Context: an optimization exercise on an open-source flow, tuned for small area and a short achievable clock period. The choices shown serve that exercise and are no tape-out recipe.
Where RTL was checked, it was by simulation tests only, not by an equivalence proof against the original.
For runs 2 and 3, only the layout was checked, not whether the RTL still works.
Power is estimated from default activity; no workload was simulated.

--- design/flow/design.v ---
module pfx_main (
    input  logic [31:0] g,
    input  logic [31:0] p,
    output logic [31:0] G
);
    wire g1_1 = g[1] | (p[1] & g[0]);
    wire p1_1 = p[1] & p[0];
    wire g1_3 = g[3] | (p[3] & g[2]);
    wire p1_3 = p[3] & p[2];
    wire g1_5 = g[5] | (p[5] & g[4]);
    wire p1_5 = p[5] & p[4];
    wire g1_7 = g[7] | (p[7] & g[6]);
    wire p1_7 = p[7] & p[6];
    wire g1_9 = g[9] | (p[9] & g[8]);
    wire p1_9 = p[9] & p[8];
    wire g1_11 = g[11] | (p[11] & g[10]);
    wire p1_11 = p[11] & p[10];
    wire g1_13 = g[13] | (p[13] & g[12]);
    wire p1_13 = p[13] & p[12];
    wire g1_15 = g[15] | (p[15] & g[14]);
    wire p1_15 = p[15] & p[14];
    wire g1_17 = g[17] | (p[17] & g[16]);
    wire p1_17 = p[17] & p[16];
    wire g1_19 = g[19] | (p[19] & g[18]);
    wire p1_19 = p[19] & p[18];
    wire g1_21 = g[21] | (p[21] & g[20]);
    wire p1_21 = p[21] & p[20];
    wire g1_23 = g[23] | (p[23] & g[22]);
    wire p1_23 = p[23] & p[22];
    wire g1_25 = g[25] | (p[25] & g[24]);
    wire p1_25 = p[25] & p[24];
    wire g1_27 = g[27] | (p[27] & g[26]);
    wire p1_27 = p[27] & p[26];
    wire g1_29 = g[29] | (p[29] & g[28]);
    wire p1_29 = p[29] & p[28];
    wire g1_31 = g[31] | (p[31] & g[30]);
    wire p1_31 = p[31] & p[30];
    wire g2_2 = g[2] | (p[2] & g1_1);
    wire p2_2 = p[2] & p1_1;
    wire g2_3 = g1_3 | (p1_3 & g1_1);
    wire p2_3 = p1_3 & p1_1;
    wire g2_6 = g[6] | (p[6] & g1_5);
    wire p2_6 = p[6] & p1_5;
    wire g2_7 = g1_7 | (p1_7 & g1_5);
    wire p2_7 = p1_7 & p1_5;
    wire g2_10 = g[10] | (p[10] & g1_9);
    wire p2_10 = p[10] & p1_9;
    wire g2_11 = g1_11 | (p1_11 & g1_9);
    wire p2_11 = p1_11 & p1_9;
    wire g2_14 = g[14] | (p[14] & g1_13);
    wire p2_14 = p[14] & p1_13;
    wire g2_15 = g1_15 | (p1_15 & g1_13);
    wire p2_15 = p1_15 & p1_13;
    wire g2_18 = g[18] | (p[18] & g1_17);
    wire p2_18 = p[18] & p1_17;
    wire g2_19 = g1_19 | (p1_19 & g1_17);
    wire p2_19 = p1_19 & p1_17;
    wire g2_22 = g[22] | (p[22] & g1_21);
    wire p2_22 = p[22] & p1_21;
    wire g2_23 = g1_23 | (p1_23 & g1_21);
    wire p2_23 = p1_23 & p1_21;
    wire g2_26 = g[26] | (p[26] & g1_25);
    wire p2_26 = p[26] & p1_25;
    wire g2_27 = g1_27 | (p1_27 & g1_25);
    wire p2_27 = p1_27 & p1_25;
    wire g2_30 = g[30] | (p[30] & g1_29);
    wire p2_30 = p[30] & p1_29;
    wire g2_31 = g1_31 | (p1_31 & g1_29);
    wire p2_31 = p1_31 & p1_29;
    wire g3_4 = g[4] | (p[4] & g2_3);
    wire p3_4 = p[4] & p2_3;
    wire g3_5 = g1_5 | (p1_5 & g2_3);
    wire p3_5 = p1_5 & p2_3;
    wire g3_6 = g2_6 | (p2_6 & g2_3);
    wire p3_6 = p2_6 & p2_3;
    wire g3_7 = g2_7 | (p2_7 & g2_3);
    wire p3_7 = p2_7 & p2_3;
    wire g3_12 = g[12] | (p[12] & g2_11);
    wire p3_12 = p[12] & p2_11;
    wire g3_13 = g1_13 | (p1_13 & g2_11);
    wire p3_13 = p1_13 & p2_11;
    wire g3_14 = g2_14 | (p2_14 & g2_11);
    wire p3_14 = p2_14 & p2_11;
    wire g3_15 = g2_15 | (p2_15 & g2_11);
    wire p3_15 = p2_15 & p2_11;
    wire g3_20 = g[20] | (p[20] & g2_19);
    wire p3_20 = p[20] & p2_19;
    wire g3_21 = g1_21 | (p1_21 & g2_19);
    wire p3_21 = p1_21 & p2_19;
    wire g3_22 = g2_22 | (p2_22 & g2_19);
    wire p3_22 = p2_22 & p2_19;
    wire g3_23 = g2_23 | (p2_23 & g2_19);
    wire p3_23 = p2_23 & p2_19;
    wire g3_28 = g[28] | (p[28] & g2_27);
    wire p3_28 = p[28] & p2_27;
    wire g3_29 = g1_29 | (p1_29 & g2_27);
    wire p3_29 = p1_29 & p2_27;
    wire g3_30 = g2_30 | (p2_30 & g2_27);
    wire p3_30 = p2_30 & p2_27;
    wire g3_31 = g2_31 | (p2_31 & g2_27);
    wire p3_31 = p2_31 & p2_27;
    wire g4_8 = g[8] | (p[8] & g3_7);
    wire p4_8 = p[8] & p3_7;
    wire g4_9 = g1_9 | (p1_9 & g3_7);
    wire p4_9 = p1_9 & p3_7;
    wire g4_10 = g2_10 | (p2_10 & g3_7);
    wire p4_10 = p2_10 & p3_7;
    wire g4_11 = g2_11 | (p2_11 & g3_7);
    wire p4_11 = p2_11 & p3_7;
    wire g4_12 = g3_12 | (p3_12 & g3_7);
    wire p4_12 = p3_12 & p3_7;
    wire g4_13 = g3_13 | (p3_13 & g3_7);
    wire p4_13 = p3_13 & p3_7;
    wire g4_14 = g3_14 | (p3_14 & g3_7);
    wire p4_14 = p3_14 & p3_7;
    wire g4_15 = g3_15 | (p3_15 & g3_7);
    wire p4_15 = p3_15 & p3_7;
    wire g4_24 = g[24] | (p[24] & g3_23);
    wire p4_24 = p[24] & p3_23;
    wire g4_25 = g1_25 | (p1_25 & g3_23);
    wire p4_25 = p1_25 & p3_23;
    wire g4_26 = g2_26 | (p2_26 & g3_23);
    wire p4_26 = p2_26 & p3_23;
    wire g4_27 = g2_27 | (p2_27 & g3_23);
    wire p4_27 = p2_27 & p3_23;
    wire g4_28 = g3_28 | (p3_28 & g3_23);
    wire p4_28 = p3_28 & p3_23;
    wire g4_29 = g3_29 | (p3_29 & g3_23);
    wire p4_29 = p3_29 & p3_23;
    wire g4_30 = g3_30 | (p3_30 & g3_23);
    wire p4_30 = p3_30 & p3_23;
    wire g4_31 = g3_31 | (p3_31 & g3_23);
    wire p4_31 = p3_31 & p3_23;
    wire g5_16 = g[16] | (p[16] & g4_15);
    wire p5_16 = p[16] & p4_15;
    wire g5_17 = g1_17 | (p1_17 & g4_15);
    wire p5_17 = p1_17 & p4_15;
    wire g5_18 = g2_18 | (p2_18 & g4_15);
    wire p5_18 = p2_18 & p4_15;
    wire g5_19 = g2_19 | (p2_19 & g4_15);
    wire p5_19 = p2_19 & p4_15;
    wire g5_20 = g3_20 | (p3_20 & g4_15);
    wire p5_20 = p3_20 & p4_15;
    wire g5_21 = g3_21 | (p3_21 & g4_15);
    wire p5_21 = p3_21 & p4_15;
    wire g5_22 = g3_22 | (p3_22 & g4_15);
    wire p5_22 = p3_22 & p4_15;
    wire g5_23 = g3_23 | (p3_23 & g4_15);
    wire p5_23 = p3_23 & p4_15;
    wire g5_24 = g4_24 | (p4_24 & g4_15);
    wire p5_24 = p4_24 & p4_15;
    wire g5_25 = g4_25 | (p4_25 & g4_15);
    wire p5_25 = p4_25 & p4_15;
    wire g5_26 = g4_26 | (p4_26 & g4_15);
    wire p5_26 = p4_26 & p4_15;
    wire g5_27 = g4_27 | (p4_27 & g4_15);
    wire p5_27 = p4_27 & p4_15;
    wire g5_28 = g4_28 | (p4_28 & g4_15);
    wire p5_28 = p4_28 & p4_15;
    wire g5_29 = g4_29 | (p4_29 & g4_15);
    wire p5_29 = p4_29 & p4_15;
    wire g5_30 = g4_30 | (p4_30 & g4_15);
    wire p5_30 = p4_30 & p4_15;
    wire g5_31 = g4_31 | (p4_31 & g4_15);
    wire p5_31 = p4_31 & p4_15;
    assign G[0] = g[0];
    assign G[1] = g1_1;
    assign G[2] = g2_2;
    assign G[3] = g2_3;
    assign G[4] = g3_4;
    assign G[5] = g3_5;
    assign G[6] = g3_6;
    assign G[7] = g3_7;
    assign G[8] = g4_8;
    assign G[9] = g4_9;
    assign G[10] = g4_10;
    assign G[11] = g4_11;
    assign G[12] = g4_12;
    assign G[13] = g4_13;
    assign G[14] = g4_14;
    assign G[15] = g4_15;
    assign G[16] = g5_16;
    assign G[17] = g5_17;
    assign G[18] = g5_18;
    assign G[19] = g5_19;
    assign G[20] = g5_20;
    assign G[21] = g5_21;
    assign G[22] = g5_22;
    assign G[23] = g5_23;
    assign G[24] = g5_24;
    assign G[25] = g5_25;
    assign G[26] = g5_26;
    assign G[27] = g5_27;
    assign G[28] = g5_28;
    assign G[29] = g5_29;
    assign G[30] = g5_30;
    assign G[31] = g5_31;
endmodule
module pfx_tgt (
    input  logic [30:0] g,
    input  logic [30:0] p,
    output logic [30:0] G
);
    wire g1_1 = g[1] | (p[1] & g[0]);
    wire p1_1 = p[1] & p[0];
    wire g1_3 = g[3] | (p[3] & g[2]);
    wire p1_3 = p[3] & p[2];
    wire g1_5 = g[5] | (p[5] & g[4]);
    wire p1_5 = p[5] & p[4];
    wire g1_7 = g[7] | (p[7] & g[6]);
    wire p1_7 = p[7] & p[6];
    wire g1_9 = g[9] | (p[9] & g[8]);
    wire p1_9 = p[9] & p[8];
    wire g1_11 = g[11] | (p[11] & g[10]);
    wire p1_11 = p[11] & p[10];
    wire g1_13 = g[13] | (p[13] & g[12]);
    wire p1_13 = p[13] & p[12];
    wire g1_15 = g[15] | (p[15] & g[14]);
    wire p1_15 = p[15] & p[14];
    wire g1_17 = g[17] | (p[17] & g[16]);
    wire p1_17 = p[17] & p[16];
    wire g1_19 = g[19] | (p[19] & g[18]);
    wire p1_19 = p[19] & p[18];
    wire g1_21 = g[21] | (p[21] & g[20]);
    wire p1_21 = p[21] & p[20];
    wire g1_23 = g[23] | (p[23] & g[22]);
    wire p1_23 = p[23] & p[22];
    wire g1_25 = g[25] | (p[25] & g[24]);
    wire p1_25 = p[25] & p[24];
    wire g1_27 = g[27] | (p[27] & g[26]);
    wire p1_27 = p[27] & p[26];
    wire g1_29 = g[29] | (p[29] & g[28]);
    wire p1_29 = p[29] & p[28];
    wire g2_3 = g1_3 | (p1_3 & g1_1);
    wire p2_3 = p1_3 & p1_1;
    wire g2_7 = g1_7 | (p1_7 & g1_5);
    wire p2_7 = p1_7 & p1_5;
    wire g2_11 = g1_11 | (p1_11 & g1_9);
    wire p2_11 = p1_11 & p1_9;
    wire g2_15 = g1_15 | (p1_15 & g1_13);
    wire p2_15 = p1_15 & p1_13;
    wire g2_19 = g1_19 | (p1_19 & g1_17);
    wire p2_19 = p1_19 & p1_17;
    wire g2_23 = g1_23 | (p1_23 & g1_21);
    wire p2_23 = p1_23 & p1_21;
    wire g2_27 = g1_27 | (p1_27 & g1_25);
    wire p2_27 = p1_27 & p1_25;
    wire g3_7 = g2_7 | (p2_7 & g2_3);
    wire p3_7 = p2_7 & p2_3;
    wire g3_15 = g2_15 | (p2_15 & g2_11);
    wire p3_15 = p2_15 & p2_11;
    wire g3_23 = g2_23 | (p2_23 & g2_19);
    wire p3_23 = p2_23 & p2_19;
    wire g4_15 = g3_15 | (p3_15 & g3_7);
    wire p4_15 = p3_15 & p3_7;
    wire g6_23 = g3_23 | (p3_23 & g4_15);
    wire p6_23 = p3_23 & p4_15;
    wire g7_11 = g2_11 | (p2_11 & g3_7);
    wire p7_11 = p2_11 & p3_7;
    wire g7_19 = g2_19 | (p2_19 & g4_15);
    wire p7_19 = p2_19 & p4_15;
    wire g7_27 = g2_27 | (p2_27 & g6_23);
    wire p7_27 = p2_27 & p6_23;
    wire g8_5 = g1_5 | (p1_5 & g2_3);
    wire p8_5 = p1_5 & p2_3;
    wire g8_9 = g1_9 | (p1_9 & g3_7);
    wire p8_9 = p1_9 & p3_7;
    wire g8_13 = g1_13 | (p1_13 & g7_11);
    wire p8_13 = p1_13 & p7_11;
    wire g8_17 = g1_17 | (p1_17 & g4_15);
    wire p8_17 = p1_17 & p4_15;
    wire g8_21 = g1_21 | (p1_21 & g7_19);
    wire p8_21 = p1_21 & p7_19;
    wire g8_25 = g1_25 | (p1_25 & g6_23);
    wire p8_25 = p1_25 & p6_23;
    wire g8_29 = g1_29 | (p1_29 & g7_27);
    wire p8_29 = p1_29 & p7_27;
    wire g9_2 = g[2] | (p[2] & g1_1);
    wire p9_2 = p[2] & p1_1;
    wire g9_4 = g[4] | (p[4] & g2_3);
    wire p9_4 = p[4] & p2_3;
    wire g9_6 = g[6] | (p[6] & g8_5);
    wire p9_6 = p[6] & p8_5;
    wire g9_8 = g[8] | (p[8] & g3_7);
    wire p9_8 = p[8] & p3_7;
    wire g9_10 = g[10] | (p[10] & g8_9);
    wire p9_10 = p[10] & p8_9;
    wire g9_12 = g[12] | (p[12] & g7_11);
    wire p9_12 = p[12] & p7_11;
    wire g9_14 = g[14] | (p[14] & g8_13);
    wire p9_14 = p[14] & p8_13;
    wire g9_16 = g[16] | (p[16] & g4_15);
    wire p9_16 = p[16] & p4_15;
    wire g9_18 = g[18] | (p[18] & g8_17);
    wire p9_18 = p[18] & p8_17;
    wire g9_20 = g[20] | (p[20] & g7_19);
    wire p9_20 = p[20] & p7_19;
    wire g9_22 = g[22] | (p[22] & g8_21);
    wire p9_22 = p[22] & p8_21;
    wire g9_24 = g[24] | (p[24] & g6_23);
    wire p9_24 = p[24] & p6_23;
    wire g9_26 = g[26] | (p[26] & g8_25);
    wire p9_26 = p[26] & p8_25;
    wire g9_28 = g[28] | (p[28] & g7_27);
    wire p9_28 = p[28] & p7_27;
    wire g9_30 = g[30] | (p[30] & g8_29);
    wire p9_30 = p[30] & p8_29;
    assign G[0] = g[0];
    assign G[1] = g1_1;
    assign G[2] = g9_2;
    assign G[3] = g2_3;
    assign G[4] = g9_4;
    assign G[5] = g8_5;
    assign G[6] = g9_6;
    assign G[7] = g3_7;
    assign G[8] = g9_8;
    assign G[9] = g8_9;
    assign G[10] = g9_10;
    assign G[11] = g7_11;
    assign G[12] = g9_12;
    assign G[13] = g8_13;
    assign G[14] = g9_14;
    assign G[15] = g4_15;
    assign G[16] = g9_16;
    assign G[17] = g8_17;
    assign G[18] = g9_18;
    assign G[19] = g7_19;
    assign G[20] = g9_20;
    assign G[21] = g8_21;
    assign G[22] = g9_22;
    assign G[23] = g6_23;
    assign G[24] = g9_24;
    assign G[25] = g8_25;
    assign G[26] = g9_26;
    assign G[27] = g7_27;
    assign G[28] = g9_28;
    assign G[29] = g8_29;
    assign G[30] = g9_30;
endmodule
module pfx_inc (
    input  logic [29:0] g,
    input  logic [29:0] p,
    output logic [29:0] G
);
    wire g1_1 = g[1] | (p[1] & g[0]);
    wire p1_1 = p[1] & p[0];
    wire g1_3 = g[3] | (p[3] & g[2]);
    wire p1_3 = p[3] & p[2];
    wire g1_5 = g[5] | (p[5] & g[4]);
    wire p1_5 = p[5] & p[4];
    wire g1_7 = g[7] | (p[7] & g[6]);
    wire p1_7 = p[7] & p[6];
    wire g1_9 = g[9] | (p[9] & g[8]);
    wire p1_9 = p[9] & p[8];
    wire g1_11 = g[11] | (p[11] & g[10]);
    wire p1_11 = p[11] & p[10];
    wire g1_13 = g[13] | (p[13] & g[12]);
    wire p1_13 = p[13] & p[12];
    wire g1_15 = g[15] | (p[15] & g[14]);
    wire p1_15 = p[15] & p[14];
    wire g1_17 = g[17] | (p[17] & g[16]);
    wire p1_17 = p[17] & p[16];
    wire g1_19 = g[19] | (p[19] & g[18]);
    wire p1_19 = p[19] & p[18];
    wire g1_21 = g[21] | (p[21] & g[20]);
    wire p1_21 = p[21] & p[20];
    wire g1_23 = g[23] | (p[23] & g[22]);
    wire p1_23 = p[23] & p[22];
    wire g1_25 = g[25] | (p[25] & g[24]);
    wire p1_25 = p[25] & p[24];
    wire g1_27 = g[27] | (p[27] & g[26]);
    wire p1_27 = p[27] & p[26];
    wire g1_29 = g[29] | (p[29] & g[28]);
    wire p1_29 = p[29] & p[28];
    wire g2_3 = g1_3 | (p1_3 & g1_1);
    wire p2_3 = p1_3 & p1_1;
    wire g2_7 = g1_7 | (p1_7 & g1_5);
    wire p2_7 = p1_7 & p1_5;
    wire g2_11 = g1_11 | (p1_11 & g1_9);
    wire p2_11 = p1_11 & p1_9;
    wire g2_15 = g1_15 | (p1_15 & g1_13);
    wire p2_15 = p1_15 & p1_13;
    wire g2_19 = g1_19 | (p1_19 & g1_17);
    wire p2_19 = p1_19 & p1_17;
    wire g2_23 = g1_23 | (p1_23 & g1_21);
    wire p2_23 = p1_23 & p1_21;
    wire g2_27 = g1_27 | (p1_27 & g1_25);
    wire p2_27 = p1_27 & p1_25;
    wire g3_7 = g2_7 | (p2_7 & g2_3);
    wire p3_7 = p2_7 & p2_3;
    wire g3_15 = g2_15 | (p2_15 & g2_11);
    wire p3_15 = p2_15 & p2_11;
    wire g3_23 = g2_23 | (p2_23 & g2_19);
    wire p3_23 = p2_23 & p2_19;
    wire g4_15 = g3_15 | (p3_15 & g3_7);
    wire p4_15 = p3_15 & p3_7;
    wire g6_23 = g3_23 | (p3_23 & g4_15);
    wire p6_23 = p3_23 & p4_15;
    wire g7_11 = g2_11 | (p2_11 & g3_7);
    wire p7_11 = p2_11 & p3_7;
    wire g7_19 = g2_19 | (p2_19 & g4_15);
    wire p7_19 = p2_19 & p4_15;
    wire g7_27 = g2_27 | (p2_27 & g6_23);
    wire p7_27 = p2_27 & p6_23;
    wire g8_5 = g1_5 | (p1_5 & g2_3);
    wire p8_5 = p1_5 & p2_3;
    wire g8_9 = g1_9 | (p1_9 & g3_7);
    wire p8_9 = p1_9 & p3_7;
    wire g8_13 = g1_13 | (p1_13 & g7_11);
    wire p8_13 = p1_13 & p7_11;
    wire g8_17 = g1_17 | (p1_17 & g4_15);
    wire p8_17 = p1_17 & p4_15;
    wire g8_21 = g1_21 | (p1_21 & g7_19);
    wire p8_21 = p1_21 & p7_19;
    wire g8_25 = g1_25 | (p1_25 & g6_23);
    wire p8_25 = p1_25 & p6_23;
    wire g8_29 = g1_29 | (p1_29 & g7_27);
    wire p8_29 = p1_29 & p7_27;
    wire g9_2 = g[2] | (p[2] & g1_1);
    wire p9_2 = p[2] & p1_1;
    wire g9_4 = g[4] | (p[4] & g2_3);
    wire p9_4 = p[4] & p2_3;
    wire g9_6 = g[6] | (p[6] & g8_5);
    wire p9_6 = p[6] & p8_5;
    wire g9_8 = g[8] | (p[8] & g3_7);
    wire p9_8 = p[8] & p3_7;
    wire g9_10 = g[10] | (p[10] & g8_9);
    wire p9_10 = p[10] & p8_9;
    wire g9_12 = g[12] | (p[12] & g7_11);
    wire p9_12 = p[12] & p7_11;
    wire g9_14 = g[14] | (p[14] & g8_13);
    wire p9_14 = p[14] & p8_13;
    wire g9_16 = g[16] | (p[16] & g4_15);
    wire p9_16 = p[16] & p4_15;
    wire g9_18 = g[18] | (p[18] & g8_17);
    wire p9_18 = p[18] & p8_17;
    wire g9_20 = g[20] | (p[20] & g7_19);
    wire p9_20 = p[20] & p7_19;
    wire g9_22 = g[22] | (p[22] & g8_21);
    wire p9_22 = p[22] & p8_21;
    wire g9_24 = g[24] | (p[24] & g6_23);
    wire p9_24 = p[24] & p6_23;
    wire g9_26 = g[26] | (p[26] & g8_25);
    wire p9_26 = p[26] & p8_25;
    wire g9_28 = g[28] | (p[28] & g7_27);
    wire p9_28 = p[28] & p7_27;
    assign G[0] = g[0];
    assign G[1] = g1_1;
    assign G[2] = g9_2;
    assign G[3] = g2_3;
    assign G[4] = g9_4;
    assign G[5] = g8_5;
    assign G[6] = g9_6;
    assign G[7] = g3_7;
    assign G[8] = g9_8;
    assign G[9] = g8_9;
    assign G[10] = g9_10;
    assign G[11] = g7_11;
    assign G[12] = g9_12;
    assign G[13] = g8_13;
    assign G[14] = g9_14;
    assign G[15] = g4_15;
    assign G[16] = g9_16;
    assign G[17] = g8_17;
    assign G[18] = g9_18;
    assign G[19] = g7_19;
    assign G[20] = g9_20;
    assign G[21] = g8_21;
    assign G[22] = g9_22;
    assign G[23] = g6_23;
    assign G[24] = g9_24;
    assign G[25] = g8_25;
    assign G[26] = g9_26;
    assign G[27] = g7_27;
    assign G[28] = g9_28;
    assign G[29] = g8_29;
endmodule
module bolt_exec (
    input  logic        clk,
    input  logic        rst,      
    input  logic [31:0] instr,    
    input  logic [31:0] rs1,      
    input  logic [31:0] rs2,      
    input  logic [31:0] pc,       
    output logic [31:0] result,   
    output logic [31:0] next_pc,  
    output logic        branch,   
    output logic        reg_wr,   
    output logic        mem_wr,   
    output logic        mem_rd    
);
    logic [6:0] op;
    logic [2:0] f3;
    logic [6:0] f7;
    assign op = instr[6:0];
    assign f3 = instr[14:12];
    assign f7 = instr[31:25];
    logic op03, op13, op17, op23, op33, op37, op63, op67, op6f, op1b, op3b;
    assign op03 = (op == 7'h03);
    assign op13 = (op == 7'h13);
    assign op17 = (op == 7'h17);
    assign op23 = (op == 7'h23);
    assign op33 = (op == 7'h33);
    assign op37 = (op == 7'h37);
    assign op63 = (op == 7'h63);
    assign op67 = (op == 7'h67);
    assign op6f = (op == 7'h6F);
    assign op1b = (op == 7'h1B);
    assign op3b = (op == 7'h3B);
    logic i31, f7z, f7s;
    assign i31 = instr[31];
    assign f7z = (f7 == 7'h00);
    assign f7s = (f7 == 7'h20);
    logic use_rs2, is_s, sub;
    assign use_rs2 = op[5] & (op[4] | (op[6] & ~op[2]));
    assign is_s    = ~op[6] & op[5] & ~op[4];
    assign sub     = (op[6] & ~op[2]) | (op[4] & ~f3[2] & f3[1]) | (op[4] & op[5] & instr[30]);
    logic [31:0] bv, bx, ap, ag, sum;
    logic        cout;
    assign bv = use_rs2 ? rs2 : {{20{i31}}, instr[31:25], is_s ? instr[11:7] : instr[24:20]};
    assign bx = bv ^ {32{sub}};
    assign ap = rs1 ^ bx;    
    assign ag = rs1 & bx;    
    logic [31:0] aG;
    pfx_main u_add (.g({ag[31:1], ag[0] | (ap[0] & sub)}), .p(ap), .G(aG));
    assign sum  = ap ^ {aG[30:0], sub};
    assign cout = aG[31];
    logic ltu, lts, eq;
    assign ltu = ~cout;
    assign lts = ltu ^ rs1[31] ^ bv[31];
    assign eq  = &ap;        
    logic        left;
    logic [31:0] shin, sho;
    logic [4:0]  sh;
    assign left = ~f3[2];
    assign sh   = bv[4:0];
    for (genvar i = 0; i < 32; i++) begin : rev
        assign shin[i] = left ? rs1[31-i] : rs1[i];
    end
    assign sho = $signed({instr[30] & rs1[31] & ~left, shin}) >>> sh;
    logic [31:0] timm, tgt, pc4;
    assign timm[0]     = 1'b0;
    assign timm[4:1]   = ~op[6] ? 4'd0 : (op[3] ? instr[24:21] : instr[11:8]);
    assign timm[10:5]  = ~op[6] ? 6'd0 : instr[30:25];
    assign timm[11]    = ~op[6] ? 1'b0 : (op[3] ? instr[20] : instr[7]);
    assign timm[19:12] = (op[6] & ~op[3]) ? {8{i31}} : instr[19:12];
    assign timm[30:20] = ~op[6] ? instr[30:20] : {11{i31}};
    assign timm[31]    = i31;
    assign tgt[0] = pc[0];
    logic [30:0] tp, tG;
    assign tp = pc[31:1] ^ timm[31:1];
    pfx_tgt u_tgt (.g(pc[31:1] & timm[31:1]), .p(tp), .G(tG));
    assign tgt[31:1] = tp ^ {tG[29:0], 1'b0};
    logic [29:0] iG;
    assign pc4[1:0] = pc[1:0];
    pfx_inc u_inc (.g({29'd0, pc[2]}), .p(pc[31:2]), .G(iG));
    assign pc4[31:2] = pc[31:2] ^ {iG[28:0], 1'b1};
    logic cond, taken;
    assign cond  = f3[2] ? ((f3[1] ? ltu : lts) ^ f3[0]) : (~f3[1] & (eq ^ f3[0]));
    assign taken = op63 & cond;
    logic alu_i, r_ok;
    logic s_sum, s_shl, s_shr, s_slt, s_sltu, s_xor, s_or, s_and, s_tgt, s_lui, s_pc4, s_hold;
    assign alu_i = op13 | op33;
    assign r_ok  = op13 | f7z;    
    assign s_sum  = ~rst & ((op03 & (f3 != 3'd7)) | (op23 & ~f3[2])
                          | (f3 == 3'd0 & (op13 | (op33 & (f7z | f7s))))) ;
    assign s_shl  = ~rst & alu_i & (f3 == 3'd1) & f7z;
    assign s_slt  = ~rst & alu_i & (f3 == 3'd2) & r_ok;
    assign s_sltu = ~rst & alu_i & (f3 == 3'd3) & r_ok;
    assign s_xor  = ~rst & alu_i & (f3 == 3'd4) & r_ok;
    assign s_shr  = ~rst & alu_i & (f3 == 3'd5) & (f7z | f7s);
    assign s_or   = ~rst & alu_i & (f3 == 3'd6) & r_ok;
    assign s_and  = ~rst & alu_i & (f3 == 3'd7) & r_ok;
    assign s_tgt  = ~rst & op17;
    assign s_lui  = ~rst & op37;
    assign s_pc4  = ~rst & (op6f | (op67 & (f3 == 3'd0)));
    assign s_hold = ~rst & ~(s_sum | s_shl | s_slt | s_sltu | s_xor | s_shr | s_or | s_and
                             | s_tgt | s_lui | s_pc4);
    logic [31:0] rval, luiv, shl;
    assign luiv = {instr[31:12], 12'd0};
    for (genvar i = 0; i < 32; i++) begin : rshl
        assign shl[i] = sho[31-i];
    end
    assign rval = ({32{s_sum}} & sum) | ({32{s_shl}} & shl) | ({32{s_shr}} & sho)
                | ({32{s_xor | s_or}} & ap) | ({32{s_or | s_and}} & ag)
                | ({32{s_tgt}} & tgt) | ({32{s_lui}} & luiv) | ({32{s_pc4}} & pc4)
                | ({32{s_hold}} & result)
                | {31'd0, (s_slt & lts) | (s_sltu & ltu)};
    logic jalr, n_tgt, n_sum, n_pc4;
    logic [31:0] nval;
    assign jalr  = op67 & (f3 == 3'd0);
    assign n_tgt = ~rst & (taken | op6f);
    assign n_sum = ~rst & jalr;
    assign n_pc4 = ~rst & ~(taken | op6f | jalr);
    assign nval  = ({32{n_tgt}} & tgt) | ({32{n_sum}} & {sum[31:1], 1'b0}) | ({32{n_pc4}} & pc4);
    logic wr;
    assign wr = op33 | op3b | op13 | op1b | op67 | op03 | op17 | op6f | op37;
    always_ff @(posedge clk) begin
        result  <= rval;
        next_pc <= nval;
        branch  <= ~rst & taken;
        reg_wr  <= ~rst & wr;
        mem_wr  <= ~rst & op23;
        mem_rd  <= ~rst & op03;
    end
endmodule
--- design/flow/flow/run.sh ---
#!/bin/bash
# Layout flow: the standard layout (standard.sh), with two changes to how the
# cells are chosen:
#  - the full and half adder cells are not used, so Yosys does not pre-map adder
#    bits to them and abc maps the whole datapath itself;
#  - the buffer that buffer_ports puts on every input and output port is buf_1.
# Every tool's full output goes to standard.log (make) and the ORFS logs under orfs/logs.
set -euo pipefail
cat >> config.mk <<'CFG'
export DONT_USE_CELLS += sky130_fd_sc_hd__fa_1 sky130_fd_sc_hd__fa_2 sky130_fd_sc_hd__fa_4 sky130_fd_sc_hd__ha_1 sky130_fd_sc_hd__ha_2 sky130_fd_sc_hd__ha_4
export BUFFER_PORTS_ARGS = -buffer_cell sky130_fd_sc_hd__buf_1
CFG
bash standard.sh > standard.log 2>&1
--- design/flow/standard.sh ---
#!/bin/bash
# synth_recipe.tcl (not shown) runs the flow's synth.tcl, then flattens the netlist and writes it again
# the make line also repeats each setting of config.mk as NAME=value (left out here)
make -C /OpenROAD-flow-scripts/flow DESIGN_CONFIG=/design/flow/config.mk WORK_HOME=/design/flow/orfs CLKGATE_MAP_FILE= SYNTH_SCRIPT=/design/flow/synth_recipe.tcl "${@:-finish}"
--- design/flow/config.mk ---
export PLATFORM = sky130hd
export DESIGN_NAME = bolt_exec
export DESIGN_NICKNAME = bolt_exec
export VERILOG_FILES = /design/flow/design.v
export SDC_FILE = /design/flow/constraint.sdc
export NUM_CORES = 4
export LEC_CHECK = 0
export ABC_AREA = 1
export CAP_MARGIN = 20
export CORE_MARGIN = 2
export CORE_UTILIZATION = 40
export HOLD_SLACK_MARGIN = 0
export SETUP_SLACK_MARGIN = 2.0
export SLEW_MARGIN = 20
export DONT_USE_CELLS += sky130_fd_sc_hd__fa_1 sky130_fd_sc_hd__fa_2 sky130_fd_sc_hd__fa_4 sky130_fd_sc_hd__ha_1 sky130_fd_sc_hd__ha_2 sky130_fd_sc_hd__ha_4
export BUFFER_PORTS_ARGS = -buffer_cell sky130_fd_sc_hd__buf_1
--- design/flow/constraint.sdc ---
create_clock -name core_clock -period 6.5 [get_ports {clk}]
set_input_delay 1.3000 -clock core_clock [delete_from_list [all_inputs] [get_ports {clk}]]
set_output_delay 1.3000 -clock core_clock [all_outputs]
set_load 0.01 [all_outputs]
==> results of run 1 <==
==> where the power goes <==
| part | internal, mW | switching, mW |
|---|---|---|
| clock network | 0.261 | 0.234 |
| registers | 0.433 | 0.00863 |
| logic | 0.320 | 0.833 |
| total | 1.01 | 1.08 |
==> worst max-delay path by stage <==
stage	end	start	slack, ps
after floorplan	next_pc[12]	instr[6]	2750
after global placement	next_pc[19]	instr[5]	1170
after detailed placement	next_pc[31]	instr[5]	1100
after CTS	next_pc[27]	instr[6]	2050
after global routing	next_pc[24]	instr[5]	1990
final	result[10]	instr[2]	2100
==> sequential cells by signal, summed over array words and instances, names as in the netlist <==
name,count
result,32
branch,1
mem_wr,1
reg_wr,1
next_pc,32
mem_rd,1
==> timing repair <==
| item | in CTS | in global routing |
|---|---|---|
| gates resized for setup | 26 | 46 |
| pin swaps | 0 | 6 |
| endpoints found under the setup margin | 52 | 57 |
| cloned | 2 | 3 |
| setup buffers | 4 | 6 |
==> final cells by class <==
cell class | count | area, µm²
Fill cell | 2977 | 14200
Multi-Input combinational cell | 1625 | 8040
Sequential cell | 68 | 1360
Inverter | 322 | 1230
Timing Repair Buffer | 246 | 1200
Tap cell | 341 | 427
Clock buffer | 9 | 225
Clock inverter | 7 | 50.0
Timing Repair inverter | 1 | 5.00
==> cell families (layout without fill, tap and decap cells) <==
logic type	count (synthesis)	after routing	share of synthesized area
and+or+nand+nor	1137	1140	0.437
AOI/OAI and AO/OA	413	414	0.228
buffers and inverters	410	585	0.152
DFF	68	68	0.126
xor gates and xnor gates	67	67	0.0542
muxes	4	4	0.00370
==> worst min-delay path: stages, from the launching register on <==
cell and delay (ps):
dfxtp_1 370, a21oi_1 80, nand4_1 80
==> metal layers <==
metal / vias up / part of all wire / routed length, µm
met5: - / 0 / 0
met4: 0 / 0.067 / 3720
li1: 7105 / - / -
met1: 6842 / 0.39 / 21700
met3: 183 / 0.11 / 5990
met2: 954 / 0.43 / 24100
==> layout by cell type (no fill, tap or decap), types with 5 or more instances in the layout <==
cell type	instances
o2111ai_1	16
nand2_8	6
xor2_1	60
a21oi_1	75
nor2_2	5
inv_2	7
and2_1	5
clkbuf_16	9
a21boi_0	6
a211oi_1	9
or2_2	13
o21bai_1	5
o221ai_1	17
inv_1	306
o21ai_2	10
o22ai_1	15
nand2_2	15
o211ai_1	26
buf_4	43
nor2_1	114
dfxtp_1	68
xnor2_1	7
o21ai_1	18
nand4_1	19
o21ai_0	180
buf_12	5
nand2_1	764
nor3_1	25
nor4_1	7
a221oi_1	11
buf_1	189
nand3_1	148
==> metrics by stage <==
step | std cells | instance area (µm²) | total power [mW]
4_1_cts | 2610 | 12300 | 2.02
3_5_place_dp | 2588 | 11900 | 1.52
5_1_grt | 2619 | 12500 | 2.20
6_report | 2619 | 12500 | 2.09
3_3_place_gp | 2588 | 11900 | 1.52
2_1_floorplan | 2099 | 10800 | 1.15
==> impl_metrics.yaml, run 1 <==
setup_path:
  cp_slowest_cell: "o21ai_1"
  worst_ep_arrival_time_ps: 4600
  crit_top_cell: "o21ai_0"
  path_delay_family: "compound AO/OA/AOI/OAI gates"
  start_kind: "input port"
  cpPeakStageDelay_ps: 550
  cp.required_ps: 6700
  crit_cells: 17
  rr_startpoint: "result[0]"
  crit_type: "in -> reg"
  r2r_slack_ps: 4990
  rr_endpoint: "result[0]"
  worstPathCellList: "buf_1, inv_2, nand2_8, nand2_2, nand2_8, or2_2, nand2_2, buf_8, o21ai_0, nand2_1, o21ai_0, o21ai_0, o21ai_0, o21ai_1, nor2_1, a221oi_1, o2111ai_1"
  critPathBufInv: 3
  reg2reg_depth: 4
  worst_setup_path_end_kind: "register"
  cp_max_fo: 44
clock_network:
  clockRootBuffer: "clkbuf_16"
  clock_path_buffers: 2
  cts_max_level: 3
  holdBufCountCts: 0
  cts_sinks: 68
  clkTransAtPathRegs_ps: 70
  cts_tree: "done"
  clk_latency_ps: 340
  cts_made_buffers: 9
sta:
  rsz0062_at_grt: "yes"
  setup_slack_ps: 2100
  worst_slew_pin_slew_ps: 1150
  fin_tns_setup_ps: 0
  timing.final.crit_share: 0.676
  setup_violations: 0
  finalClockSkew_ps: 0
  final_hold_viol_count: 0
  fmax_ghz: 0.227
  fin_crit_ps: 4400
  relSlewSlack: 0.226
  finalMaxSlewViolations: 0
  whs_ps: 556
floorplan:
  die_area_um2: 28400
  die_x_um: 169
  io_pins: 198
  dieHeight_um: 169
  initial_utilization: 0.405
  rows: 60
  core_um2: 26700
synthesis:
  ys_top_cells_by_area: "nand2_1, dfxtp_1, inv_1"
  synth_common_cells: "nand2_1, inv_1, o21ai_0"
  synth_top_area_share: 0.267
  ys_seq_elements: 68
  syn-instance-count: 2099
  ys_types: 56
  synth_warnings: 1
  syn_nets: 2229
  synth_flop_cell: "dfxtp_1"
  synth_most_common_cell: "nand2_1"
  synth_area_um2: 10800
  ys_async_sr_fraction: 0
  avgSynthCellArea_um2: 5.16
  synth_area_leader_cell: "nand2_1"
  synth-edff-count: 0
  ys_seq_area_frac: 0.126
finish:
  final_net_count: 2403
  area_delta_synth_final_pct: 15.8
  drive_above_1_share: 0.0702
  finish.utilization: 0.469
  diodes: 0
grt:
  overflow: 0
  grt_pass1_vias: 13605
  top_usage_layer: "met2"
  grt_max_degree: 73
  grt_usage: 0.377
  met1_usage: 0.488
  grt_pass1_wl_mm: 81.0
  met3_usage: 0.0503
  antenna_found_initial: 0
  grt_util_met2: 0.600
placement:
  place_hpwl_mm: 44.1
  port_buffers: 197
  place.gp.congestion: 1.10
  dp_worst_setup_slack_ps: 1100
power_and_ir_drop:
  ir_worst_vdd_mv: 0.125
  power_leakage_nw: 6.45
  p_per_area_nw_per_um2: 167
route:
  drc: 0
  drtIter0Drc: 1601
  ant_nets: 0
  drt_first_pass_iters: 8
  drt_wl_total_mm: 55.6
  wire_per_inst_um: 21.2
  num_vias: 15084
  vias_per_cell: 5.76
run:
  drv_cap: 0
worst_hold_path:
  worstHoldEndpoint: "result[26]"
  min_path_type: "reg -> reg"
  hp-start: "result[26]"
  hold_depth: 2
outcome:
  status: "complete, no violations"
==> run 2: changes to the inputs <==
--- a/design/flow/design.v
+++ b/design/flow/design.v
@@ -475,6 +475,204 @@
     assign G[28] = g9_28;
     assign G[29] = g8_29;
 endmodule
+module pfx_cmp (
+    input  logic [31:0] g,
+    input  logic [31:0] p,
+    output logic [31:0] G
+);
+    wire g1_1 = g[1] | (p[1] & g[0]);
+    wire p1_1 = p[1] & p[0];
+    wire g1_3 = g[3] | (p[3] & g[2]);
+    wire p1_3 = p[3] & p[2];
+    wire g1_5 = g[5] | (p[5] & g[4]);
+    wire p1_5 = p[5] & p[4];
+    wire g1_7 = g[7] | (p[7] & g[6]);
+    wire p1_7 = p[7] & p[6];
+    wire g1_9 = g[9] | (p[9] & g[8]);
+    wire p1_9 = p[9] & p[8];
+    wire g1_11 = g[11] | (p[11] & g[10]);
+    wire p1_11 = p[11] & p[10];
+    wire g1_13 = g[13] | (p[13] & g[12]);
+    wire p1_13 = p[13] & p[12];
+    wire g1_15 = g[15] | (p[15] & g[14]);
+    wire p1_15 = p[15] & p[14];
+    wire g1_17 = g[17] | (p[17] & g[16]);
+    wire p1_17 = p[17] & p[16];
+    wire g1_19 = g[19] | (p[19] & g[18]);
+    wire p1_19 = p[19] & p[18];
+    wire g1_21 = g[21] | (p[21] & g[20]);
+    wire p1_21 = p[21] & p[20];
+    wire g1_23 = g[23] | (p[23] & g[22]);
+    wire p1_23 = p[23] & p[22];
+    wire g1_25 = g[25] | (p[25] & g[24]);
+    wire p1_25 = p[25] & p[24];
+    wire g1_27 = g[27] | (p[27] & g[26]);
+    wire p1_27 = p[27] & p[26];
+    wire g1_29 = g[29] | (p[29] & g[28]);
+    wire p1_29 = p[29] & p[28];
+    wire g1_31 = g[31] | (p[31] & g[30]);
+    wire p1_31 = p[31] & p[30];
+    wire g2_2 = g[2] | (p[2] & g1_1);
+    wire p2_2 = p[2] & p1_1;
+    wire g2_3 = g1_3 | (p1_3 & g1_1);
+    wire p2_3 = p1_3 & p1_1;
+    wire g2_6 = g[6] | (p[6] & g1_5);
+    wire p2_6 = p[6] & p1_5;
+    wire g2_7 = g1_7 | (p1_7 & g1_5);
+    wire p2_7 = p1_7 & p1_5;
+    wire g2_10 = g[10] | (p[10] & g1_9);
+    wire p2_10 = p[10] & p1_9;
+    wire g2_11 = g1_11 | (p1_11 & g1_9);
+    wire p2_11 = p1_11 & p1_9;
+    wire g2_14 = g[14] | (p[14] & g1_13);
+    wire p2_14 = p[14] & p1_13;
+    wire g2_15 = g1_15 | (p1_15 & g1_13);
+    wire p2_15 = p1_15 & p1_13;
+    wire g2_18 = g[18] | (p[18] & g1_17);
+    wire p2_18 = p[18] & p1_17;
+    wire g2_19 = g1_19 | (p1_19 & g1_17);
+    wire p2_19 = p1_19 & p1_17;
+    wire g2_22 = g[22] | (p[22] & g1_21);
+    wire p2_22 = p[22] & p1_21;
+    wire g2_23 = g1_23 | (p1_23 & g1_21);
+    wire p2_23 = p1_23 & p1_21;
+    wire g2_26 = g[26] | (p[26] & g1_25);
+    wire p2_26 = p[26] & p1_25;
+    wire g2_27 = g1_27 | (p1_27 & g1_25);
+    wire p2_27 = p1_27 & p1_25;
+    wire g2_30 = g[30] | (p[30] & g1_29);
+    wire p2_30 = p[30] & p1_29;
+    wire g2_31 = g1_31 | (p1_31 & g1_29);
+    wire p2_31 = p1_31 & p1_29;
+    wire g3_4 = g[4] | (p[4] & g2_3);
+    wire p3_4 = p[4] & p2_3;
+    wire g3_5 = g1_5 | (p1_5 & g2_3);
+    wire p3_5 = p1_5 & p2_3;
+    wire g3_6 = g2_6 | (p2_6 & g2_3);
+    wire p3_6 = p2_6 & p2_3;
+    wire g3_7 = g2_7 | (p2_7 & g2_3);
+    wire p3_7 = p2_7 & p2_3;
+    wire g3_12 = g[12] | (p[12] & g2_11);
+    wire p3_12 = p[12] & p2_11;
+    wire g3_13 = g1_13 | (p1_13 & g2_11);
+    wire p3_13 = p1_13 & p2_11;
+    wire g3_14 = g2_14 | (p2_14 & g2_11);
+    wire p3_14 = p2_14 & p2_11;
+    wire g3_15 = g2_15 | (p2_15 & g2_11);
+    wire p3_15 = p2_15 & p2_11;
+    wire g3_20 = g[20] | (p[20] & g2_19);
+    wire p3_20 = p[20] & p2_19;
+    wire g3_21 = g1_21 | (p1_21 & g2_19);
+    wire p3_21 = p1_21 & p2_19;
+    wire g3_22 = g2_22 | (p2_22 & g2_19);
+    wire p3_22 = p2_22 & p2_19;
+    wire g3_23 = g2_23 | (p2_23 & g2_19);
+    wire p3_23 = p2_23 & p2_19;
+    wire g3_28 = g[28] | (p[28] & g2_27);
+    wire p3_28 = p[28] & p2_27;
+    wire g3_29 = g1_29 | (p1_29 & g2_27);
+    wire p3_29 = p1_29 & p2_27;
+    wire g3_30 = g2_30 | (p2_30 & g2_27);
+    wire p3_30 = p2_30 & p2_27;
+    wire g3_31 = g2_31 | (p2_31 & g2_27);
+    wire p3_31 = p2_31 & p2_27;
+    wire g4_8 = g[8] | (p[8] & g3_7);
+    wire p4_8 = p[8] & p3_7;
+    wire g4_9 = g1_9 | (p1_9 & g3_7);
+    wire p4_9 = p1_9 & p3_7;
+    wire g4_10 = g2_10 | (p2_10 & g3_7);
+    wire p4_10 = p2_10 & p3_7;
+    wire g4_11 = g2_11 | (p2_11 & g3_7);
+    wire p4_11 = p2_11 & p3_7;
+    wire g4_12 = g3_12 | (p3_12 & g3_7);
+    wire p4_12 = p3_12 & p3_7;
+    wire g4_13 = g3_13 | (p3_13 & g3_7);
+    wire p4_13 = p3_13 & p3_7;
+    wire g4_14 = g3_14 | (p3_14 & g3_7);
+    wire p4_14 = p3_14 & p3_7;
+    wire g4_15 = g3_15 | (p3_15 & g3_7);
+    wire p4_15 = p3_15 & p3_7;
+    wire g4_24 = g[24] | (p[24] & g3_23);
+    wire p4_24 = p[24] & p3_23;
+    wire g4_25 = g1_25 | (p1_25 & g3_23);
+    wire p4_25 = p1_25 & p3_23;
+    wire g4_26 = g2_26 | (p2_26 & g3_23);
+    wire p4_26 = p2_26 & p3_23;
+    wire g4_27 = g2_27 | (p2_27 & g3_23);
+    wire p4_27 = p2_27 & p3_23;
+    wire g4_28 = g3_28 | (p3_28 & g3_23);
+    wire p4_28 = p3_28 & p3_23;
+    wire g4_29 = g3_29 | (p3_29 & g3_23);
+    wire p4_29 = p3_29 & p3_23;
+    wire g4_30 = g3_30 | (p3_30 & g3_23);
+    wire p4_30 = p3_30 & p3_23;
+    wire g4_31 = g3_31 | (p3_31 & g3_23);
+    wire p4_31 = p3_31 & p3_23;
+    wire g5_16 = g[16] | (p[16] & g4_15);
+    wire p5_16 = p[16] & p4_15;
+    wire g5_17 = g1_17 | (p1_17 & g4_15);
+    wire p5_17 = p1_17 & p4_15;
+    wire g5_18 = g2_18 | (p2_18 & g4_15);
+    wire p5_18 = p2_18 & p4_15;
+    wire g5_19 = g2_19 | (p2_19 & g4_15);
+    wire p5_19 = p2_19 & p4_15;
+    wire g5_20 = g3_20 | (p3_20 & g4_15);
+    wire p5_20 = p3_20 & p4_15;
+    wire g5_21 = g3_21 | (p3_21 & g4_15);
+    wire p5_21 = p3_21 & p4_15;
+    wire g5_22 = g3_22 | (p3_22 & g4_15);
+    wire p5_22 = p3_22 & p4_15;
+    wire g5_23 = g3_23 | (p3_23 & g4_15);
+    wire p5_23 = p3_23 & p4_15;
+    wire g5_24 = g4_24 | (p4_24 & g4_15);
+    wire p5_24 = p4_24 & p4_15;
+    wire g5_25 = g4_25 | (p4_25 & g4_15);
+    wire p5_25 = p4_25 & p4_15;
+    wire g5_26 = g4_26 | (p4_26 & g4_15);
+    wire p5_26 = p4_26 & p4_15;
+    wire g5_27 = g4_27 | (p4_27 & g4_15);
+    wire p5_27 = p4_27 & p4_15;
+    wire g5_28 = g4_28 | (p4_28 & g4_15);
+    wire p5_28 = p4_28 & p4_15;
+    wire g5_29 = g4_29 | (p4_29 & g4_15);
+    wire p5_29 = p4_29 & p4_15;
+    wire g5_30 = g4_30 | (p4_30 & g4_15);
+    wire p5_30 = p4_30 & p4_15;
+    wire g5_31 = g4_31 | (p4_31 & g4_15);
+    wire p5_31 = p4_31 & p4_15;
+    assign G[0] = g[0];
+    assign G[1] = g1_1;
+    assign G[2] = g2_2;
+    assign G[3] = g2_3;
+    assign G[4] = g3_4;
+    assign G[5] = g3_5;
+    assign G[6] = g3_6;
+    assign G[7] = g3_7;
+    assign G[8] = g4_8;
+    assign G[9] = g4_9;
+    assign G[10] = g4_10;
+    assign G[11] = g4_11;
+    assign G[12] = g4_12;
+    assign G[13] = g4_13;
+    assign G[14] = g4_14;
+    assign G[15] = g4_15;
+    assign G[16] = g5_16;
+    assign G[17] = g5_17;
+    assign G[18] = g5_18;
+    assign G[19] = g5_19;
+    assign G[20] = g5_20;
+    assign G[21] = g5_21;
+    assign G[22] = g5_22;
+    assign G[23] = g5_23;
+    assign G[24] = g5_24;
+    assign G[25] = g5_25;
+    assign G[26] = g5_26;
+    assign G[27] = g5_27;
+    assign G[28] = g5_28;
+    assign G[29] = g5_29;
+    assign G[30] = g5_30;
+    assign G[31] = g5_31;
+endmodule
 module bolt_exec (
     input  logic        clk,
     input  logic        rst,      
@@ -514,7 +712,7 @@
     logic use_rs2, is_s, sub;
     assign use_rs2 = op[5] & (op[4] | (op[6] & ~op[2]));
     assign is_s    = ~op[6] & op[5] & ~op[4];
-    assign sub     = (op[6] & ~op[2]) | (op[4] & ~f3[2] & f3[1]) | (op[4] & op[5] & instr[30]);
+    assign sub     = (op[4] & ~f3[2] & f3[1]) | (op[4] & op[5] & instr[30]);
     logic [31:0] bv, bx, ap, ag, sum;
     logic        cout;
     assign bv = use_rs2 ? rs2 : {{20{i31}}, instr[31:25], is_s ? instr[11:7] : instr[24:20]};
@@ -525,10 +723,16 @@
     pfx_main u_add (.g({ag[31:1], ag[0] | (ap[0] & sub)}), .p(ap), .G(aG));
     assign sum  = ap ^ {aG[30:0], sub};
     assign cout = aG[31];
-    logic ltu, lts, eq;
+    logic ltu, lts;          
     assign ltu = ~cout;
     assign lts = ltu ^ rs1[31] ^ bv[31];
-    assign eq  = &ap;        
+    logic [31:0] bxe, bG;
+    logic bltu, blts, beq;
+    assign bxe  = rs1 ^ rs2;
+    pfx_cmp u_cmp (.g(bxe & rs2), .p(~bxe), .G(bG));
+    assign bltu = bG[31];
+    assign blts = bltu ^ rs1[31] ^ rs2[31];
+    assign beq  = ~|bxe;
     logic        left;
     logic [31:0] shin, sho;
     logic [4:0]  sh;
@@ -556,7 +760,7 @@
     pfx_inc u_inc (.g({29'd0, pc[2]}), .p(pc[31:2]), .G(iG));
     assign pc4[31:2] = pc[31:2] ^ {iG[28:0], 1'b1};
     logic cond, taken;
-    assign cond  = f3[2] ? ((f3[1] ? ltu : lts) ^ f3[0]) : (~f3[1] & (eq ^ f3[0]));
+    assign cond  = f3[2] ? ((f3[1] ? bltu : blts) ^ f3[0]) : (~f3[1] & (beq ^ f3[0]));
     assign taken = op63 & cond;
     logic alu_i, r_ok;
     logic s_sum, s_shl, s_shr, s_slt, s_sltu, s_xor, s_or, s_and, s_tgt, s_lui, s_pc4, s_hold;
--- a/design/flow/config.mk
+++ b/design/flow/config.mk
@@ -10,7 +10,7 @@
 export CORE_MARGIN = 2
 export CORE_UTILIZATION = 40
 export HOLD_SLACK_MARGIN = 0
-export SETUP_SLACK_MARGIN = 2.0
+export SETUP_SLACK_MARGIN = 2.5
 export SLEW_MARGIN = 20
 export DONT_USE_CELLS += sky130_fd_sc_hd__fa_1 sky130_fd_sc_hd__fa_2 sky130_fd_sc_hd__fa_4 sky130_fd_sc_hd__ha_1 sky130_fd_sc_hd__ha_2 sky130_fd_sc_hd__ha_4
 export BUFFER_PORTS_ARGS = -buffer_cell sky130_fd_sc_hd__buf_1
==> impl_metrics.yaml, run 2 <==
setup_path:
  cp_max_fo: 20
  worst_ep_arrival_time_ps: 4210
  startpoint: "instr[6]"
  cp.required_ps: 6730
  rr_startpoint: "result[30]"
  worst_setup_path_end_kind: "register"
  rr_endpoint: "result[30]"
  start_kind: "input port"
  reg2reg_depth: 6
  crit_type: "in -> reg"
  cp-endpoint: "next_pc[23]"
  r2r_slack_ps: 5310
sta:
  rsz0062_at_grt: "yes"
  timing.final.crit_share: 0.612
  fmax_ghz: 0.251
  final_hold_viol_count: 0
  whs_ps: 554
  finalMaxSlewViolations: 0
  fin_crit_ps: 3980
  relSlewSlack: 0.405
  fin_tns_setup_ps: 0
  setup_slack_ps: 2520
  finalClockSkew_ps: 0
  worst_slew_pin_slew_ps: 888
  setup_violations: 0
finish:
  final-instance-count-excl-fill: 2888
  fillers: 3322
  drive_above_1_share: 0.103
  finish.utilization: 0.485
  area_delta_synth_final_pct: 18.8
  regArea_um2: 1360
  final_net_count: 2629
  final_common_cell: "nand2_1"
  most-common-layout-cells: "nand2_1, nand3_1, inv_1, buf_1, nor2_1"
  top_regs: "next_pc: 32 flops, result: 32 flops"
  diodes: 0
  multiInputGateArea_um2: 9390
floorplan:
  die_area_um2: 30800
  dieHeight_um: 176
  io_pins: 198
  initial_utilization: 0.408
  rows: 62
  core_um2: 28900
  die_x_um: 176
placement:
  dp_worst_setup_slack_ps: 1210
  place.gp.congestion: 1.12
  port_buffers: 197
  place_hpwl_mm: 49.9
  dp.cells: 2828
synthesis:
  synth_most_common_cell: "nand2_1"
  ys_seq_area_frac: 0.116
  synth-edff-count: 0
  synth_common_cells: "nand2_1, nand3_1, inv_1"
  ys_seq_elements: 68
  synth_area_um2: 11800
  synth_top_area_share: 0.266
  ys_async_sr_fraction: 0
  ys_types: 55
  syn-instance-count: 2316
  synth_flop_cell: "dfxtp_1"
  synth_warnings: 1
  synth_area_leader_cell: "nand2_1"
  ys_top_cells_by_area: "nand2_1, nand3_1, dfxtp_1"
  syn_nets: 2446
  avgSynthCellArea_um2: 5.09
clock_network:
  cts_max_level: 3
  clkTransAtPathRegs_ps: 70
  clk_latency_ps: 370
  cts_made_buffers: 9
  holdBufCountCts: 0
  clock_path_buffers: 2
  cts_sinks: 68
  clockRootBuffer: "clkbuf_16"
  cts_tree: "done"
route:
  wire_per_inst_um: 22.3
  drt_first_pass_iters: 6
  ant_nets: 0
  vias_per_cell: 5.91
  drt_wl_total_mm: 64.4
  drc: 0
  num_vias: 17059
  drtIter0Drc: 2087
power_and_ir_drop:
  p_per_area_nw_per_um2: 161
  power_leakage_nw: 6.95
  ir_worst_vdd_mv: 0.114
worst_hold_path:
  min_path_type: "reg -> reg"
grt:
  overflow: 0
  antenna_found_initial: 5
  grt_max_degree: 67
  grt_pass1_wl_mm: 91.7
  grt_usage: 0.396
  grt_pass1_vias: 15557
outcome:
  status: "complete, no violations"
run:
  drv_cap: 0
[run 2: changes by cell type after synthesis, moves of 11 or more]
cell,change
a21oi_1,+14
o221ai_1,-11
nor2_1,+43
or2_2,+17
o211ai_1,+20
nand4_1,+12
xor2_1,-12
o22ai_1,+11
o21ai_0,-58
o2111ai_1,-14
nand3_1,+193
inv_1,-52
nand2_1,+65
clkbuf_1,-13
[run 2: where the power goes]
group,total (mW),internal [mW],switching [mW]
Clock,0.545,0.303,0.242
Sequential,0.441,0.433,0.00763
Combinational,1.27,0.365,0.901
Total,2.25,1.10,1.15
[run 2: critical path, stage by stage]
cell	delay (ps)
clkbuf_2	110
buf_8	130
clkinv_8	80
nand2_4	80
nand3_4	90
buf_12	170
buf_12	140
bufbuf_16	300
o21ai_2	140
nand2_1	120
nand2_1	100
nand2_1	110
nand2_2	110
inv_1	70
nand2_2	110
nor2_2	70
a21oi_4	250
nand2_4	160
nand3_1	120
nand3_1	100
nand3_1	190
nand3_2	110
[run 2: per-layer routing]
layer  up-vias  wire (µm)  GRT usage
li1       7943          -          -
met2      1051      28800      0.650
met5         -         11          0
met4         2       3900      0.214
met3       216       6980     0.0807
met1      7847      24600      0.487
[run 2: cell families (layout without fill, tap and decap cells)]
kind of cell	count (synthesis)	after routing	share of synthesized area
and+or+nand+nor	1468	1472	0.535
buffers and inverters	369	553	0.126
AOI/OAI and AO/OA	351	351	0.178
DFF	68	68	0.116
xor gates and xnor gates	59	59	0.0439
muxes	1	1	0.000850
[run 2: how the worst min path moves through the flow]
| stage | start | to | slack (ps) | cells after the start |
|---|---|---|---|---|
| detailed placement | result[2] | result[2] | 520 | 2 |
| global placement | result[2] | result[2] | 530 | 2 |
| global route | result[3] | result[3] | 620 | 2 |
| floorplan | result[2] | result[2] | 520 | 2 |
| CTS | result[2] | result[2] | 540 | 2 |
| finish | result[2] | result[2] | 550 | 2 |
[run 2: area by class of cell]
cell class                 count  share of cell area
timing repair inverter         8             0.00420
tap                          384              0.0343
multi-input combinational   1883               0.671
clock buffer                   9              0.0161
sequential                    68              0.0973
timing repair buffer         249              0.0922
inverter                     280              0.0795
clock inverter                 7             0.00581
[run 2: metrics by stage]
step                power (mW)  cell area [µm²]
floorplan                 1.21            11800
global placement          1.55            12700
detailed placement        1.56            12700
CTS                       2.14            13400
global route              2.37            14000
finish                    2.25            14000
[run 2: what timing repair did]
action                                  CTS  global route
pin swaps                                 5            13
endpoints found under the setup margin   64            64
cloned                                    9             7
gates resized for setup                  64            99
setup buffers                             8            20
==> run 3: changes to the inputs <==
--- a/design/flow/config.mk
+++ b/design/flow/config.mk
@@ -10,7 +10,7 @@
 export CORE_MARGIN = 2
 export CORE_UTILIZATION = 40
 export HOLD_SLACK_MARGIN = 0
-export SETUP_SLACK_MARGIN = 2.5
+export SETUP_SLACK_MARGIN = 2.8
 export SLEW_MARGIN = 20
 export DONT_USE_CELLS += sky130_fd_sc_hd__fa_1 sky130_fd_sc_hd__fa_2 sky130_fd_sc_hd__fa_4 sky130_fd_sc_hd__ha_1 sky130_fd_sc_hd__ha_2 sky130_fd_sc_hd__ha_4
 export BUFFER_PORTS_ARGS = -buffer_cell sky130_fd_sc_hd__buf_1
==> impl_metrics.yaml, run 3 <==
outcome:
  status: "complete, no violations"
grt:
  grt_pass1_vias: 16001
  grt_pass1_wl_mm: 94.1
  grt_usage: 0.407
  grt_max_degree: 67
  antenna_found_initial: 5
  overflow: 0
setup_path:
  rr_startpoint: "result[18]"
  startpoint: "instr[6]"
  worst_setup_path_end_kind: "register"
  r2r_slack_ps: 5330
  cp.required_ps: 6800
  start_kind: "input port"
  reg2reg_depth: 6
  cp-endpoint: "result[24]"
  worst_ep_arrival_time_ps: 4000
  rr_endpoint: "result[18]"
  cp_max_fo: 14
  crit_type: "in -> reg"
synthesis:
  syn_nets: 2446
  synth_area_um2: 11800
  ys_top_cells_by_area: "nand2_1, nand3_1, dfxtp_1"
  synth_common_cells: "nand2_1, nand3_1, inv_1"
  ys_types: 55
  synth_most_common_cell: "nand2_1"
  syn-instance-count: 2316
  avgSynthCellArea_um2: 5.09
  synth_flop_cell: "dfxtp_1"
  synth-edff-count: 0
  synth_area_leader_cell: "nand2_1"
  ys_async_sr_fraction: 0
  synth_warnings: 1
  ys_seq_area_frac: 0.116
  ys_seq_elements: 68
  synth_top_area_share: 0.266
route:
  ant_nets: 0
  vias_per_cell: 5.97
  num_vias: 17607
  drtIter0Drc: 2107
  wire_per_inst_um: 22.5
  drc: 0
  drt_first_pass_iters: 6
  drt_wl_total_mm: 66.4
sta:
  fmax_ghz: 0.270
  worst_slew_pin_slew_ps: 590
  finalMaxSlewViolations: 0
  setup_violations: 0
  final_hold_viol_count: 0
  rsz0062_at_grt: "yes"
  fin_crit_ps: 3700
  timing.final.crit_share: 0.569
  relSlewSlack: 0.606
  finalClockSkew_ps: 0
  fin_tns_setup_ps: 0
clock_network:
  cts_made_buffers: 9
  clk_latency_ps: 360
  clockRootBuffer: "clkbuf_16"
  cts_sinks: 68
  cts_max_level: 3
  clock_path_buffers: 2
  cts_tree: "done"
  clkTransAtPathRegs_ps: 70
finish:
  top_regs: "next_pc: 32 flops, result: 32 flops"
  drive_above_1_share: 0.182
  final_net_count: 2689
  final_common_cell: "nand2_1"
  most-common-layout-cells: "nand2_1, nand3_1, inv_1, buf_1, nor2_1"
  fillers: 3163
  stdcell_area_um2: 15500
  diodes: 0
  finish.utilization: 0.535
  area_delta_synth_final_pct: 31.2
placement:
  port_buffers: 197
  place_hpwl_mm: 49.9
  place.gp.congestion: 1.12
  dpl-instance-area_um2: 12700
floorplan:
  core_um2: 28900
  die_area_um2: 30800
  dieHeight_um: 176
  initial_utilization: 0.408
  die_x_um: 176
  io_pins: 198
  rows: 62
worst_hold_path:
  min_path_type: "reg -> reg"
  hold_depth: 2
power_and_ir_drop:
  power_leakage_nw: 7.52
  ir_worst_vdd_mv: 0.111
  p_per_area_nw_per_um2: 157
run:
  drv_cap: 0
==> run 3: per-stage QoR <==
stage                     hold WS (ps)  std cells  setup WS (ps)  power (mW)
after floorplan                    518       2316           3150        1.21
after global placement             531       2828           1260        1.55
after detailed placement           522       2828           1210        1.56
after CTS                          541       2893           2750        2.22
after global routing               618       2948           2740        2.55
final                              559       2948           2800        2.42
==> run 3: layout make-up <==
cell class              count  area, µm²  share of cell area
clock buffers               9        225              0.0146
clock inverters             7       81.3             0.00526
inverters                 280       1170              0.0757
multi-input cells        1884      10100               0.653
flip-flops and latches     68       1360              0.0881
well taps                 384        480              0.0311
repair buffers            307       1970               0.128
repair inverters            9       68.8             0.00445
==> run 3: timing repair <==
action,in CTS,in global routing
cloned,15,8
hold buffers,0,0
buffers inserted,34,47
pin swaps,23,56
setup endpoints to repair,64,64
gates resized for setup,190,226
==> run 3: worst min path at each step <==
stage,from,endpoint,slack [ps]
after floorplan,result[2],result[2],520
after global placement,result[2],result[2],530
after detailed placement,result[2],result[2],520
after CTS,result[2],result[2],540
after global routing,result[3],result[3],620
final,result[2],result[2],560
==> run 3: kinds of logic after synthesis <==
logic type | Yosys count | share of synthesized area
AND/OR/NAND/NOR | 1468 | 0.535
XOR/XNOR | 59 | 0.0439
buffers and inverters | 369 | 0.126
AO/OA/AOI/OAI | 351 | 0.178
multiplexers | 1 | 0.000850
flip-flops | 68 | 0.116
==> run 3: critical path, stage by stage <==
cell        delay [ps]
buf_8              100
buf_12             140
nor2_4             180
nand3_1            200
nand2_1            120
nand2_1            120
nand2_4            120
buf_12             160
clkinvlp_4         160
buf_4              170
o21ai_0            200
nand2_1            100
nand3_1             90
nand2_1             90
a21oi_1            290
nand2_1            170
nand3b_1           140
nor2_1              50
nand3_1             60
==> run 3: per-layer routing <==
layer | up-vias | global-route usage | share of wire
li1 | 8063 | - | -
met2 | 1121 | 0.667 | 0.45
met4 | 6 | 0.216 | 0.059
met5 | - | 0 | 0.00065
met3 | 245 | 0.0864 | 0.11
met1 | 8172 | 0.499 | 0.38
==> run 3: power by group <==
group / switching, mW / internal (mW) / total (mW) / leakage [nW]
Combinational: 0.984 / 0.460 / 1.44 / 6.81
Clock: 0.235 / 0.303 / 0.538 / 0.147
Sequential: 0.00763 / 0.433 / 0.441 / 0.557

afterwards: timing with drivers on the ports:
The results above use ideal ports. As a check the final layouts listed here were re-extracted and re-timed, cells and wires unchanged. Step 1 (the two cells are an assumption about what drives the block):
set clk [get_ports {clk}]
set_driving_cell -lib_cell sky130_fd_sc_hd__clkbuf_16 $clk
set_driving_cell -lib_cell sky130_fd_sc_hd__buf_2 [delete_from_list [all_inputs] $clk]
Step 2, shift: input delay + t, output delay - t, t = (earliest + latest rising clock arrival at the registers) / 2. This alone moves slack from input paths to output paths. a / b / c = no drivers / after step 1 / after step 2; a / b = the first two.
run | shift t [ns] | setup slack, ns | worst data-port slew with drivers (ns)
run 1 | 0.402 | 2.103 / 2.134 / 1.732 | 0.04
run 2 | 0.408 | 2.523 / 2.540 / 2.132 | 0.07
run 3 | 0.403 | 2.802 / 2.794 / 2.391 | 0.06
After both steps setup and hold are still met in every run listed. The setup slack of run 3, which loses most, moves by -0.008 ns with the drivers and by -0.411 ns with both steps.
